Context: an optimization exercise on an open-source flow, tuned for small area and a short achievable clock period. The choices shown serve that exercise and are no tape-out recipe. Only simulation tests tie the RTL to the original design; equivalence was not proved.

== cedar ==
Design simon32_64, start of the top module:
module simon32_64 (
  input  logic        clk, reset,
  input  logic        in_valid,
  input  logic [31:0] plaintext,
  input  logic [63:0] key,
  output logic        out_valid,
  output logic [31:0] ciphertext
);
Size in the first run: ~130 I/O pins.
==> flow/config.mk <==
export PLATFORM = sky130hd
export DESIGN_NAME = simon32_64
export DESIGN_NICKNAME = simon32_64
export VERILOG_FILES = /design/flow/design.v
export SDC_FILE = /design/flow/constraint.sdc
export NUM_CORES = 4
export LEC_CHECK = 0
export CAP_MARGIN = 20
export CORE_MARGIN = 2
export CORE_UTILIZATION = 55
export CTS_CLUSTER_DIAMETER = 80
export CTS_CLUSTER_SIZE = 30
export GPL_TIMING_DRIVEN = 0
export PLACE_DENSITY = 0.8
export SETUP_SLACK_MARGIN = 0.85
export SLEW_MARGIN = 20
export SYNTH_HIERARCHICAL = 1
export SYNTH_MINIMUM_KEEP_SIZE = 0
export TNS_END_PERCENT = 0
==> flow/constraint.sdc <==
create_clock -name core_clock -period 2.5 [get_ports {clk}]
set_input_delay 0.5000 -clock core_clock [delete_from_list [all_inputs] [get_ports {clk}]]
set_output_delay 0.5000 -clock core_clock [all_outputs]
set_load 0.01 [all_outputs]
standard.sh (not shown) runs the stock make flow with config.mk's settings and CLKGATE_MAP_FILE= SYNTH_SCRIPT=/design/flow/synth_recipe.tcl, a recipe that flattens the netlist after the stock synthesis.
==> flow/flow/run.sh <==
#!/bin/bash
# The standard layout, except that the output ports get a fast buffer (buf_4) instead of the
# default port buffer; the input ports keep the default. Everything else is standard.sh as is.
set -euo pipefail
here=$(pwd)
bash standard.sh DONT_BUFFER_PORTS=1 PRE_GLOBAL_PLACE_TCL="$here/flow/ports.tcl" finish > "$here/flow_standard.log" 2>&1
==> flow/flow/ports.tcl <==
# Port buffers, placed where global_place.tcl would put them: inputs with the default cell,
# outputs with a fast buffer.
buffer_ports -inputs
buffer_ports -outputs -buffer_cell sky130_fd_sc_hd__buf_4
The inputs of raven differ from those of cedar as listed below.
Settings: SETUP_SLACK_MARGIN now 0.9, was 0.85; TNS_END_PERCENT now 50, was 0.
Findings:
Sum of routed wire length over all layers for raven: 1.9% up relative to cedar
Maximum achievable frequency: lower on cedar
Delta (raven minus cedar): die area flat; area growth from synthesis to layout up 6.5 points.
raven vs cedar: non-clock buffer count up
Looking at cedar and raven, the clock insertion delay at the later pin of the skew report is a wash.
Cmp raven vs cedar: worst-case hold slack lower in raven
The inputs of delta differ from those of raven as listed below.
Settings: changing CORE_UTILIZATION from 55 to 65; removing TNS_END_PERCENT (formerly 50).
## What came out
On maximum frequency, raven loses to delta.
| number of buffers created by CTS | lower: delta |
Comparing number of cells on the critical path for raven and delta, the bigger number came from delta.
Delta (delta minus raven): clock buffer count +about 1.6%; worst-case setup margin in the final layout now sits higher.
Delta (delta minus raven): global-route usage picked up an extra 6.5 points; filler cell count lost 2358.
Compared with raven, delta ends up with a larger final cell area.
Compared with raven, delta shows a lower chip height.
Setup changes, delta to ember
Settings: swapping 0.9 for 0.85 in SETUP_SLACK_MARGIN; swapping 0 for 1 in GPL_TIMING_DRIVEN.
ember closes out successfully: all stages finished, all timing, DRC and antenna checks passed. Compared to delta, ember reaches a lower achievable clock. Looking at delta and ember, the via count of the first global-routing pass is a wash. Compared with delta, ember shows final cell count lower by 1.8%. Worst setup path endpoint = kq28_31[7]: delta; worst setup path endpoint = xq26[11]: ember. Clock-buffer cell count for ember is lower than for delta. delta -> ember: CTS clock-pin slew for the worst setup and hold paths flat.

========
Starting RTL as in the previous note.
==> flow/config.mk <==
export PLATFORM = sky130hd
export DESIGN_NAME = simon32_64
export DESIGN_NICKNAME = simon32_64
export VERILOG_FILES = /design/flow/design.v
export SDC_FILE = /design/flow/constraint.sdc
export NUM_CORES = 4
export LEC_CHECK = 0
export CAP_MARGIN = 20
export CORE_MARGIN = 2
export CORE_UTILIZATION = 65
export CTS_CLUSTER_DIAMETER = 80
export CTS_CLUSTER_SIZE = 30
export GPL_TIMING_DRIVEN = 0
export PLACE_DENSITY = 0.8
export SETUP_SLACK_MARGIN = 0.8
export SLEW_MARGIN = 20
export SYNTH_HIERARCHICAL = 1
export SYNTH_MINIMUM_KEEP_SIZE = 0
==> flow/constraint.sdc <==
create_clock -name core_clock -period 2.5 [get_ports {clk}]
set_input_delay 0.5000 -clock core_clock [delete_from_list [all_inputs] [get_ports {clk}]]
set_output_delay 0.5000 -clock core_clock [all_outputs]
set_load 0.01 [all_outputs]
Scripts as last shown in full above: flow/flow/run.sh, flow/flow/ports.tcl
Rerun with:
--- a/flow/config.mk
+++ b/flow/config.mk
@@ -9,9 +9,10 @@
 export CORE_MARGIN = 2
 export CORE_UTILIZATION = 65
-export CTS_CLUSTER_DIAMETER = 80
-export CTS_CLUSTER_SIZE = 30
+export CTS_CLUSTER_DIAMETER = 70
+export CTS_CLUSTER_SIZE = 25
+export GPL_ROUTABILITY_DRIVEN = 0
 export GPL_TIMING_DRIVEN = 0
 export PLACE_DENSITY = 0.8
-export SETUP_SLACK_MARGIN = 0.8
+export SETUP_SLACK_MARGIN = 0.85
 export SLEW_MARGIN = 20
 export SYNTH_HIERARCHICAL = 1
Outcome: Final area climbs by 3.4%; wire length climbs by 1.4%; worst setup slack gets better by 26 ps; via count climbs by 2.5%; worst hold slack gets worse by 220 ps; non-clock buffer count climbs by 29.
Rerun with:
--- a/flow/config.mk
+++ b/flow/config.mk
@@ -8,11 +8,7 @@
 export CAP_MARGIN = 20
 export CORE_MARGIN = 2
-export CORE_UTILIZATION = 65
-export CTS_CLUSTER_DIAMETER = 70
-export CTS_CLUSTER_SIZE = 25
-export GPL_ROUTABILITY_DRIVEN = 0
+export CORE_UTILIZATION = 55
 export GPL_TIMING_DRIVEN = 0
-export PLACE_DENSITY = 0.8
-export SETUP_SLACK_MARGIN = 0.85
+export SETUP_SLACK_MARGIN = 1.0
 export SLEW_MARGIN = 20
 export SYNTH_HIERARCHICAL = 1
Routed wire length went up by roughly a tenth.
Area after synthesis does not change.
Flip-flop and latch count is unchanged.
Clock skew went down by 11 ps.
Worst setup slack gains 31 ps.
Register-to-register slack gains 90 ps.
Non-clock buffer count went up by 167.
Count of clock-buffer cells in the layout went up by 134.
Via count went up slightly.
Rerun with:
==> flow/flow/run.sh (replaced) <==
#!/bin/bash
# The standard layout, with two changes made just before global placement (flow/ports.tcl):
# the output ports get a fast buffer (buf_4) instead of the default port buffer, and every
# flip-flop starts at drive strength 2. Everything else is standard.sh as is.
set -euo pipefail
here=$(pwd)
bash standard.sh DONT_BUFFER_PORTS=1 PRE_GLOBAL_PLACE_TCL="$here/flow/ports.tcl" finish > "$here/flow_standard.log" 2>&1
--- a/flow/flow/ports.tcl
+++ b/flow/flow/ports.tcl
@@ -3,2 +3,11 @@
 buffer_ports -inputs
 buffer_ports -outputs -buffer_cell sky130_fd_sc_hd__buf_4
+# Flip-flops at drive strength 2 (same cell type, stronger output).
+set n_ff2 0
+foreach inst [[ord::get_db_block] getInsts] {
+  if {[[$inst getMaster] getName] eq "sky130_fd_sc_hd__dfxtp_1"} {
+    replace_cell [get_cells [$inst getName]] sky130_fd_sc_hd__dfxtp_2
+    incr n_ff2
+  }
+}
+puts "ports.tcl: $n_ff2 flip-flops set to dfxtp_2"
--- a/flow/config.mk
+++ b/flow/config.mk
@@ -8,7 +8,11 @@
 export CAP_MARGIN = 20
 export CORE_MARGIN = 2
-export CORE_UTILIZATION = 55
+export CORE_UTILIZATION = 65
+export CTS_CLUSTER_DIAMETER = 80
+export CTS_CLUSTER_SIZE = 30
+export GPL_ROUTABILITY_DRIVEN = 0
 export GPL_TIMING_DRIVEN = 0
-export SETUP_SLACK_MARGIN = 1.0
+export PLACE_DENSITY = 0.8
+export SETUP_SLACK_MARGIN = 0.85
 export SLEW_MARGIN = 20
 export SYNTH_HIERARCHICAL = 1
The changed run completed with no timing, DRC or antenna violations; global-route usage is higher by 2.7 points; synthesized cell count is unchanged; worst setup slack is worse by 33 ps; synthesized area is unchanged.
Rerun with:
==> flow/flow/run.sh (replaced) <==
#!/bin/bash
# The standard layout, except that the output ports get a fast buffer (buf_4) instead of the
# default port buffer; the input ports keep the default. Everything else is standard.sh as is.
set -euo pipefail
here=$(pwd)
bash standard.sh DONT_BUFFER_PORTS=1 PRE_GLOBAL_PLACE_TCL="$here/flow/ports.tcl" finish > "$here/flow_standard.log" 2>&1
==> flow/flow/ports.tcl (replaced) <==
# Port buffers, placed where global_place.tcl would put them: inputs with the default cell,
# outputs with a fast buffer.
buffer_ports -inputs
buffer_ports -outputs -buffer_cell sky130_fd_sc_hd__buf_4
--- a/flow/config.mk
+++ b/flow/config.mk
@@ -8,8 +8,7 @@
 export CAP_MARGIN = 20
 export CORE_MARGIN = 2
-export CORE_UTILIZATION = 65
+export CORE_UTILIZATION = 55
 export CTS_CLUSTER_DIAMETER = 80
 export CTS_CLUSTER_SIZE = 30
-export GPL_ROUTABILITY_DRIVEN = 0
 export GPL_TIMING_DRIVEN = 0
 export PLACE_DENSITY = 0.8
Outcome:
- The changed run completed without violations
- flip-flop and latch count is unchanged
- first-iteration DRC count is lower by 26%
- global-route usage is lower by 6.4 points
- synthesized area does not change
- worst hold slack improved by 220 ps
- routed wire length is lower by 2.8%
- final cell count is higher by 3.6%
- cell area is lower by 0.64%
- count of clock-buffer cells in the layout is higher by 4
Rerun with:
--- a/flow/config.mk
+++ b/flow/config.mk
@@ -8,9 +8,8 @@
 export CAP_MARGIN = 20
 export CORE_MARGIN = 2
-export CORE_UTILIZATION = 55
+export CORE_UTILIZATION = 65
 export CTS_CLUSTER_DIAMETER = 80
 export CTS_CLUSTER_SIZE = 30
 export GPL_TIMING_DRIVEN = 0
-export PLACE_DENSITY = 0.8
 export SETUP_SLACK_MARGIN = 0.85
 export SLEW_MARGIN = 20
=>
- The new run completed with no timing, DRC or antenna violations
- clock skew shrinks by 19 ps
- worst setup slack barely changes
- synthesized area stays the same
- via count grows by 1.6%
- core utilization grows by 12 points
- critical path depth grows by 3

## static timing again, ports no longer ideal
The flow's constraints put no driver on any port. The routed layouts listed below were extracted and timed again, unchanged, in two steps. Step 1: set_driving_cell puts a clkbuf_16 on clk and a buf_2 on each other input, an assumption about the parent block. Step 2 adds t to the input delays and takes it off the output delays; t is the mean of the earliest and latest rising clock arrival at the registers after step 1. Input paths then give back, and output paths get back, about the clock's delay inside the block. Slacks: ideal ports / drivers / drivers and shift; pairs: ideal ports / drivers.
run | t (ns) | slack for setup (ns) | worst hold slack (ns) | clock arrival spread, ns | pins driven straight from the clock port
cedar | 0.786 | 0.582 / 0.582 / -0.065 | 0.336 / 0.280 / 0.336 | 0.053 / 0.052 | 1
raven | 0.790 | 0.795 / 0.715 / 0.151 | 0.135 / 0.076 / 0.326 | 0.053 / 0.052 | 1
delta | 0.731 | 0.834 / 0.787 / 0.198 | 0.101 / 0.064 / 0.325 | 0.060 / 0.060 | 1
ember | 0.770 | 0.792 / 0.786 / 0.234 | 0.026 / 0.022 / 0.337 | 0.046 / 0.047 | 1
the first run of note 2 | 0.728 | 0.744 / 0.768 / 0.052 | 0.329 / 0.329 / 0.329 | 0.062 / 0.061 | 1
the second run of note 2 | 0.722 | 0.770 / 0.792 / 0.076 | 0.113 / 0.066 / 0.324 | 0.045 / 0.045 | 1
the third run of note 2 | 0.835 | 0.801 / 0.725 / 0.179 | 0.023 / -0.035 / 0.322 | 0.029 / 0.029 | 1
the fourth run of note 2 | 0.756 | 0.767 / 0.767 / 0.146 | 0.104 / 0.061 / 0.338 | 0.037 / 0.038 | 1
the fifth run of note 2 | 0.796 | 0.794 / 0.709 / 0.122 | 0.329 / 0.264 / 0.329 | 0.058 / 0.058 | 1
the sixth run of note 2 | 0.746 | 0.794 / 0.790 / 0.108 | 0.332 / 0.310 / 0.332 | 0.036 / 0.035 | 1
With both steps, setup timing fails in cedar, where it was met with ideal ports. For the second run of note 2, which loses most, drivers alone change the setup slack by +0.022 ns; drivers and shift together by -0.694 ns.
